This is an optimization exercise on Yosys and OpenROAD, whose aim is small area, not a production implementation.
RTL that was checked went through simulation tests only; none was proved equivalent to the original.
The clock input has no modelled driver; a real chip could not lean on it and would need a root buffer or a full tree.
Power figures rest on the tool's default switching activity, not on a simulated workload.

Design uart_full_ssd_display, start of the top module:
module uart_full_ssd_display (
    input clk,                   
    input rst,                   
    input wire uart_rxd,         
    output wire uart_txd,        
    output wire [6:0] segments,  
    output wire [3:0] dig_sel    
    );
    function [8:0] rx_step(input [8:0] s);
        rx_step = {s[7:0], ~(s[8] ^ s[3])};
    endfunction
    function [8:0] tx_step(input [8:0] s);
        tx_step = {s[7:0], ~(s[8] ^ s[4])};
    endfunction
    function [15:0] sel_step(input [15:0] s);
        sel_step = {s[14:0], ~(s[15] ^ s[11] ^ s[2] ^ s[0])};
    endfunction
    localparam [8:0]  RX_SEED  = 9'b000111000;
    localparam [8:0]  RX_HALF  = 9'b011100010;
    localparam [8:0]  RX_END   = 9'b011000010;
    localparam [8:0]  TX_SEED  = 9'b000000000;
    localparam [8:0]  TX_ONE   = 9'b000000001;
    localparam [8:0]  TX_END   = 9'b101101100;
    localparam [15:0] SEL_SEED = 16'b1001111100110101;
    localparam [15:0] SEL_END  = 16'b1111100111111111;
    localparam [4:0]  DONE_W   = 5'd23;
    localparam [15:0] DONE_SEL = 16'b1111100111111110;
    localparam [8:0]  TX_PRE   = 9'b100000000;       
    localparam [8:0]  M9  = 9'b010101010;
    localparam [15:0] M16 = 16'b0101010101010101;
    localparam P_D6    = 4'd6;
  ...
For scale: about 290 cells after synthesis, about 15 I/O pins, about 2600 um^2 of cells after synthesis.
==> module uart_full_ssd_display, before the edit <==
module uart_full_ssd_display (
    input clk,                   
    input rst,                   
    input wire uart_rxd,         
    output wire uart_txd,        
    output wire [6:0] segments,  
    output wire [3:0] dig_sel    
    );
    function [8:0] rx_step(input [8:0] s);
        rx_step = {s[7:0], ~(s[8] ^ s[3])};
    endfunction
    function [8:0] tx_step(input [8:0] s);
        tx_step = {s[7:0], ~(s[8] ^ s[4])};
    endfunction
    function [15:0] sel_step(input [15:0] s);
        sel_step = {s[14:0], ~(s[15] ^ s[11] ^ s[2] ^ s[0])};
    endfunction
    localparam [8:0]  RX_SEED  = 9'b000111000;
    localparam [8:0]  RX_HALF  = 9'b011100010;
    localparam [8:0]  RX_END   = 9'b011000010;
    localparam [8:0]  TX_SEED  = 9'b000000000;
    localparam [8:0]  TX_ONE   = 9'b000000001;
    localparam [8:0]  TX_END   = 9'b101101100;
    localparam [15:0] SEL_SEED = 16'b1001111100110101;
    localparam [15:0] SEL_END  = 16'b1111100111111111;
    localparam [4:0]  DONE_W   = 5'd23;
    localparam [15:0] DONE_SEL = 16'b1111100111111110;
    localparam [8:0]  TX_PRE   = 9'b100000000;       
    localparam [8:0]  M9  = 9'b010101010;
    localparam [15:0] M16 = 16'b0101010101010101;
    localparam P_D6    = 4'd6;
    localparam P_STOP  = 4'd8;
    localparam P_IDLE  = 4'd9;
    localparam P_START = 4'd15;
    localparam R_HALF  = 4'b0000;
    localparam R_P8    = 4'b1000;
    localparam R_IDLE  = 4'b1011;
    localparam R_J1    = 4'b1100;
    localparam R_J2    = 4'b1010;
    localparam R_S2    = 4'b1110;
    localparam R_START = 4'b1111;
    reg [3:0]  rp;
    reg [8:0]  rcx;
    wire [8:0] rc = rcx ^ M9;
    reg [7:0]  rb;
    wire r_half  = rc == RX_HALF;
    wire r_end   = rc == RX_END;
    wire r_shift = (rp == R_HALF) ? r_half : (~rp[3] & r_end);    
    wire r_valid = rp == R_J2 || rp == R_S2;     
    wire r_whole = rp == R_IDLE || rp == R_START || rp == R_HALF;
    wire [2:0] r_shifted = rp[3] ? 3'd0 : rp[2:0];     
    always @(posedge clk) begin
        if (~rst) begin
            rp  <= R_IDLE;
            rcx <= RX_SEED ^ M9;
        end else begin
            case (rp)
                R_IDLE, R_J2: begin
                    rcx <= RX_SEED ^ M9;
                    rp  <= uart_rxd ? R_IDLE : R_START;
                end
                R_J1: begin
                    rcx <= RX_SEED ^ M9;
                    rp  <= uart_rxd ? R_J2 : R_S2;
                end
                R_S2: begin
                    rcx <= rx_step(rc) ^ M9;
                    rp  <= R_START;
                end
                R_HALF: begin
                    if (r_half) begin
                        rcx <= RX_SEED ^ M9;
                        rp  <= rp + 4'd1;
                    end else begin
                        rcx <= rx_step(rc) ^ M9;
                    end
                end
                R_P8: begin
                    if (r_end) begin
                        rcx <= RX_SEED ^ M9;
                        rp  <= R_J1;
                    end else begin
                        rcx <= rx_step(rc) ^ M9;
                    end
                end
                default: begin           
                    if (r_end) begin
                        rcx <= RX_SEED ^ M9;
                        rp  <= rp + 4'd1;
                    end else begin
                        rcx <= rx_step(rc) ^ M9;
                    end
                end
            endcase
        end
    end
    always @(posedge clk) begin
        if (r_shift) rb <= {uart_rxd, rb[7:1]};
    end
    reg [3:0] tp;
    reg [8:0] tcx;
    wire [8:0] tc = tcx ^ M9;
    reg       txd;
    wire t_data  = ~tp[3];
    wire t_idle  = tp == P_IDLE;
    wire t_stop  = tp == P_STOP;
    wire t_end   = tc == TX_END;
    wire t_first = tc == ((tp[2:0] == 3'd7) ? TX_PRE : TX_SEED);
    always @(posedge clk) begin
        if (~rst) begin
            tp  <= P_IDLE;
            tcx <= TX_SEED ^ M9;
        end else if (t_idle) begin
            if (r_valid) tp <= P_START;
        end else if (t_end) begin
            tp  <= tp + 4'd1;
            tcx <= (t_stop ? TX_ONE : (tp == P_D6) ? TX_PRE : TX_SEED) ^ M9;
        end else begin
            tcx <= tx_step(tc) ^ M9;
        end
    end
    always @(posedge clk) begin
        if (~rst)
            txd <= 1'b1;
        else if (~t_data)
            txd <= ~tp[2];                       
        else if (t_first)
            txd <= rb[tp[2:0] - r_shifted];
    end
    assign uart_txd = txd;
    reg [15:0] selx;
    wire [15:0] sel = selx ^ M16;
    reg [4:0]  w;          
    reg        done;       
    reg        dash;
    reg [3:0]  input_bits;
    reg [3:0]  saved;      
    wire s_hi     = sel[15:1] == SEL_END[15:1];
    wire wrap     = (SEL_END[15:1] == DONE_SEL[15:1]) ? s_hi & (sel[0] == SEL_END[0])  : sel == SEL_END;
    wire done_sel = (SEL_END[15:1] == DONE_SEL[15:1]) ? s_hi & (sel[0] == DONE_SEL[0]) : sel == DONE_SEL;
    always @(posedge clk) begin
        if (~rst) begin
            selx <= SEL_SEED ^ M16;
            w    <= 5'd0;
            done <= 1'b0;
            dash <= 1'b1;
        end else begin
            selx <= (wrap ? SEL_SEED : sel_step(sel)) ^ M16;
            if (wrap) w <= w + 5'd1;
            if (w == DONE_W && done_sel) done <= 1'b1;
            if (done & r_valid) dash <= 1'b0;
        end
    end
    wire [3:0] rb_nibble = w[0] ? rb[7:4] : rb[3:0];
    always @(posedge clk) begin
        if (r_whole) saved <= rb_nibble;
    end
    always @(posedge clk) begin
        if (wrap)
            input_bits <= dash ? 4'd0 : (r_whole ? rb_nibble : saved);
    end
    wire started = done | (|w);
    assign dig_sel = {started, started, w[0], started & ~w[0]};
    Segment_Selector ssd_display (
        .input_bits(input_bits),
        .dash(dash),
        .segments(segments)
    );
endmodule
==> flow/config.mk <==
export PLATFORM = sky130hd
export DESIGN_NAME = uart_full_ssd_display
export DESIGN_NICKNAME = uart_full_ssd_display
export VERILOG_FILES = /design/flow/design.v
export SDC_FILE = /design/flow/constraint.sdc
export NUM_CORES = 4
export LEC_CHECK = 0
export CAP_MARGIN = 20
export CORE_MARGIN = 2
export CORE_UTILIZATION = 40
export SLEW_MARGIN = 20
==> flow/constraint.sdc <==
create_clock -name core_clock -period 20.0 [get_ports {clk}]
set_input_delay 4.0000 -clock core_clock [delete_from_list [all_inputs] [get_ports {clk}]]
set_output_delay 4.0000 -clock core_clock [all_outputs]
set_load 0.01 [all_outputs]
standard.sh (not shown) runs the stock make flow with config.mk's settings and CLKGATE_MAP_FILE= SYNTH_SCRIPT=/design/flow/synth_recipe.tcl, a recipe that flattens the netlist after the stock synthesis.
==> flow/flow/run.sh <==
#!/bin/bash
# The standard layout (standard.sh) with these changes, made through
# ORFS's own hooks and variables and one step between synthesis and floorplan:
# - after the standard synthesis, flow/resynth.tcl (Yosys + ABC) remaps the
#   combinational logic for area; the flip-flops keep their names and cells.
#   ABC runs flow/area.abc.in with eight random seeds (four at a time), and
#   flow/area_base.abc (no random search) as a fallback; the smallest result
#   is kept;
# - ports are buffered with the smallest buffer, buf_1 (BUFFER_PORTS_ARGS);
# - clock tree synthesis is replaced by flow/pre_cts.tcl: the clock port
#   drives four clkbuf_8, each driving a quarter of the flip-flops;
# - after clock tree synthesis, flow/post_cts.tcl replaces half adders that
#   have an output unused, swaps logic cells for the smallest drive strength
#   of the same function, and repairs slew and load.
# Logs: synth.log, comb_cells.log, resynth_<seed>.log, standard_flow.log
# here, and ORFS's per-step logs under orfs/logs/.
set -euo pipefail
export BUFFER_PORTS_ARGS="-buffer_cell sky130_fd_sc_hd__buf_1"
export PRE_CTS_TCL="$PWD/flow/pre_cts.tcl"
export POST_CTS_TCL="$PWD/flow/post_cts.tcl"
export CLOCK_BUF_CELL=sky130_fd_sc_hd__clkbuf_8
export CLOCK_BUF_GROUPS=4

bash standard.sh synth > synth.log 2>&1

RES=orfs/results/$FLOW_PLATFORM/uart_full_ssd_display/base
export LIB=$FLOW_HOME/platforms/$FLOW_PLATFORM/lib/sky130_fd_sc_hd__tt_025C_1v80.lib
export NETLIST_IN=$RES/1_2_yosys.v.std
DONT_USE=$(make -s -C "$FLOW_HOME" DESIGN_CONFIG="$PWD/config.mk" print-DONT_USE_CELLS 2>/dev/null | sed 's/^DONT_USE_CELLS[ :=]*//')
export ABC_DONT_USE=""
for c in $DONT_USE; do ABC_DONT_USE="$ABC_DONT_USE -dont_use $c"; done
python3 flow/comb_cells.py "$LIB" > comb_cells.v 2> comb_cells.log
cp $RES/1_2_yosys.v $NETLIST_IN
YOSYS="$FLOW_HOME/../tools/install/yosys/bin/yosys"

cp flow/area_base.abc area_0.abc
for s in 1 2 3 4 5 6 7 8; do
  sed "s/SEED/$s/" flow/area.abc.in > area_$s.abc
done
for wave in "0 1 2 3 4" "5 6 7 8"; do
  for s in $wave; do
    ABC_SCRIPT="$PWD/area_$s.abc" NETLIST_OUT=resynth_$s.v STAT_OUT=resynth_stat_$s.txt \
      "$YOSYS" -c flow/resynth.tcl > resynth_$s.log 2>&1 &
  done
  wait
done
best=""
best_area=""
for s in 0 1 2 3 4 5 6 7 8; do
  a=$(sed -n "s/.*Chip area for module .*: \([0-9.]*\).*/\1/p" resynth_stat_$s.txt 2>/dev/null | tail -n 1 || true)
  [ -n "$a" ] && [ -s resynth_$s.v ] || continue
  if [ -z "$best" ] || python3 -c "import sys; sys.exit(0 if $a < $best_area else 1)"; then
    best=$s
    best_area=$a
  fi
done
echo "resynthesis: run $best, area $best_area" > resynth_choice.log
[ -n "$best" ]
cp resynth_$best.v $RES/1_2_yosys.v
rm -f $RES/1_synth.odb $RES/1_synth.sdc

bash standard.sh > standard_flow.log 2>&1
Other scripts of this flow, unchanged in this note and not shown: flow/flow/area.abc.in, flow/flow/area_base.abc, flow/flow/comb_cells.py, flow/flow/post_cts.tcl, flow/flow/pre_cts.tcl, flow/flow/resynth.tcl
The starting point completed with no timing, DRC or antenna violations.
Edit:
--- a/flow/design.v
+++ b/flow/design.v
@@ -60,9 +60,11 @@
     localparam R_P8    = 4'b1000;
     localparam R_IDLE  = 4'b1011;
     localparam R_J1    = 4'b1100;
     localparam R_J2    = 4'b1010;
+    localparam R_J3    = 4'b1001;
     localparam R_S2    = 4'b1110;
+    localparam R_S3    = 4'b1101;
     localparam R_START = 4'b1111;
     reg [3:0]  rp;
     reg [8:0]  rcx;
     wire [8:0] rc = rcx ^ M9;
@@ -70,25 +72,34 @@
     wire r_half  = rc == RX_HALF;
     wire r_end   = rc == RX_END;
     wire r_shift = (rp == R_HALF) ? r_half : (~rp[3] & r_end);    
     wire r_valid = rp == R_J2 || rp == R_S2;     
-    wire r_whole = rp == R_IDLE || rp == R_START || rp == R_HALF;
+    wire r_just  = rp == R_J3 || rp == R_S3;     
+    wire r_whole = rp == R_IDLE || rp == R_START || rp == R_HALF || rp == R_J3 || rp == R_S3;
     wire [2:0] r_shifted = rp[3] ? 3'd0 : rp[2:0];     
     always @(posedge clk) begin
         if (~rst) begin
             rp  <= R_IDLE;
             rcx <= RX_SEED ^ M9;
         end else begin
             case (rp)
-                R_IDLE, R_J2: begin
+                R_IDLE, R_J3: begin
                     rcx <= RX_SEED ^ M9;
                     rp  <= uart_rxd ? R_IDLE : R_START;
                 end
                 R_J1: begin
                     rcx <= RX_SEED ^ M9;
                     rp  <= uart_rxd ? R_J2 : R_S2;
                 end
+                R_J2: begin
+                    rcx <= RX_SEED ^ M9;
+                    rp  <= uart_rxd ? R_J3 : R_S3;
+                end
                 R_S2: begin
+                    rcx <= rx_step(rc) ^ M9;
+                    rp  <= R_S3;
+                end
+                R_S3: begin
                     rcx <= rx_step(rc) ^ M9;
                     rp  <= R_START;
                 end
                 R_HALF: begin
@@ -123,36 +134,31 @@
     end
     reg [3:0] tp;
     reg [8:0] tcx;
     wire [8:0] tc = tcx ^ M9;
-    reg       txd;
-    wire t_data  = ~tp[3];
-    wire t_idle  = tp == P_IDLE;
-    wire t_stop  = tp == P_STOP;
-    wire t_end   = tc == TX_END;
-    wire t_first = tc == ((tp[2:0] == 3'd7) ? TX_PRE : TX_SEED);
+    reg       tb;
+    wire t_data = ~tp[3];
+    wire t_idle = tp == P_IDLE;
+    wire t_stop = tp == P_STOP;
+    wire t_end  = tc == TX_END;
+    wire [3:0] t_next = tp + 4'd1;
     always @(posedge clk) begin
         if (~rst) begin
             tp  <= P_IDLE;
             tcx <= TX_SEED ^ M9;
         end else if (t_idle) begin
-            if (r_valid) tp <= P_START;
+            if (r_just) tp <= P_START;
         end else if (t_end) begin
-            tp  <= tp + 4'd1;
+            tp  <= t_next;
             tcx <= (t_stop ? TX_ONE : (tp == P_D6) ? TX_PRE : TX_SEED) ^ M9;
         end else begin
             tcx <= tx_step(tc) ^ M9;
         end
     end
     always @(posedge clk) begin
-        if (~rst)
-            txd <= 1'b1;
-        else if (~t_data)
-            txd <= ~tp[2];                       
-        else if (t_first)
-            txd <= rb[tp[2:0] - r_shifted];
+        if (t_end & ~t_next[3]) tb <= rb[t_next[2:0] - r_shifted];
     end
-    assign uart_txd = txd;
+    assign uart_txd = t_data ? tb : ~tp[2];
     reg [15:0] selx;
     wire [15:0] sel = selx ^ M16;
     reg [4:0]  w;          
     reg        done;       
Effect: The new run finished clean. Via count shrinks by 3.0%. Total power went up by about 1%. Worst hold slack stays flat. Design area barely changes. Setup slack gets worse by 0.44 ns. Register-to-register slack improved by 0.25 ns. Wire length went down by about 3.4%. Flip-flop and latch count is unchanged.
Function not checked in the first run of this note: the RTL went through the layout flow alone. No run of this note takes its clock network from TritonCTS; it comes from the design's own scripts or RTL.

## static timing again, ports no longer ideal
The results above use ideal ports. As a check the final layouts listed here were re-extracted and re-timed, cells and wires unchanged. Step 1 (the two cells are an assumption about what drives the block):
set clk [get_ports {clk}]
set_driving_cell -lib_cell sky130_fd_sc_hd__clkbuf_16 $clk
set_driving_cell -lib_cell sky130_fd_sc_hd__buf_2 [delete_from_list [all_inputs] $clk]
Step 2, shift: input delay + t, output delay - t, t = (earliest + latest rising clock arrival at the registers) / 2. This alone moves slack from input paths to output paths. Three values: no drivers, after step 1, after step 2; two values: the first two.
run | shift t [ns] | slack for setup (ns) | pins driven straight from the clock port
the first run | 0.209 | 14.168 / 14.111 / 14.284 | 4
the second run | 0.212 | 13.731 / 13.674 / 13.887 | 4
After both steps setup and hold are still met in every run listed.
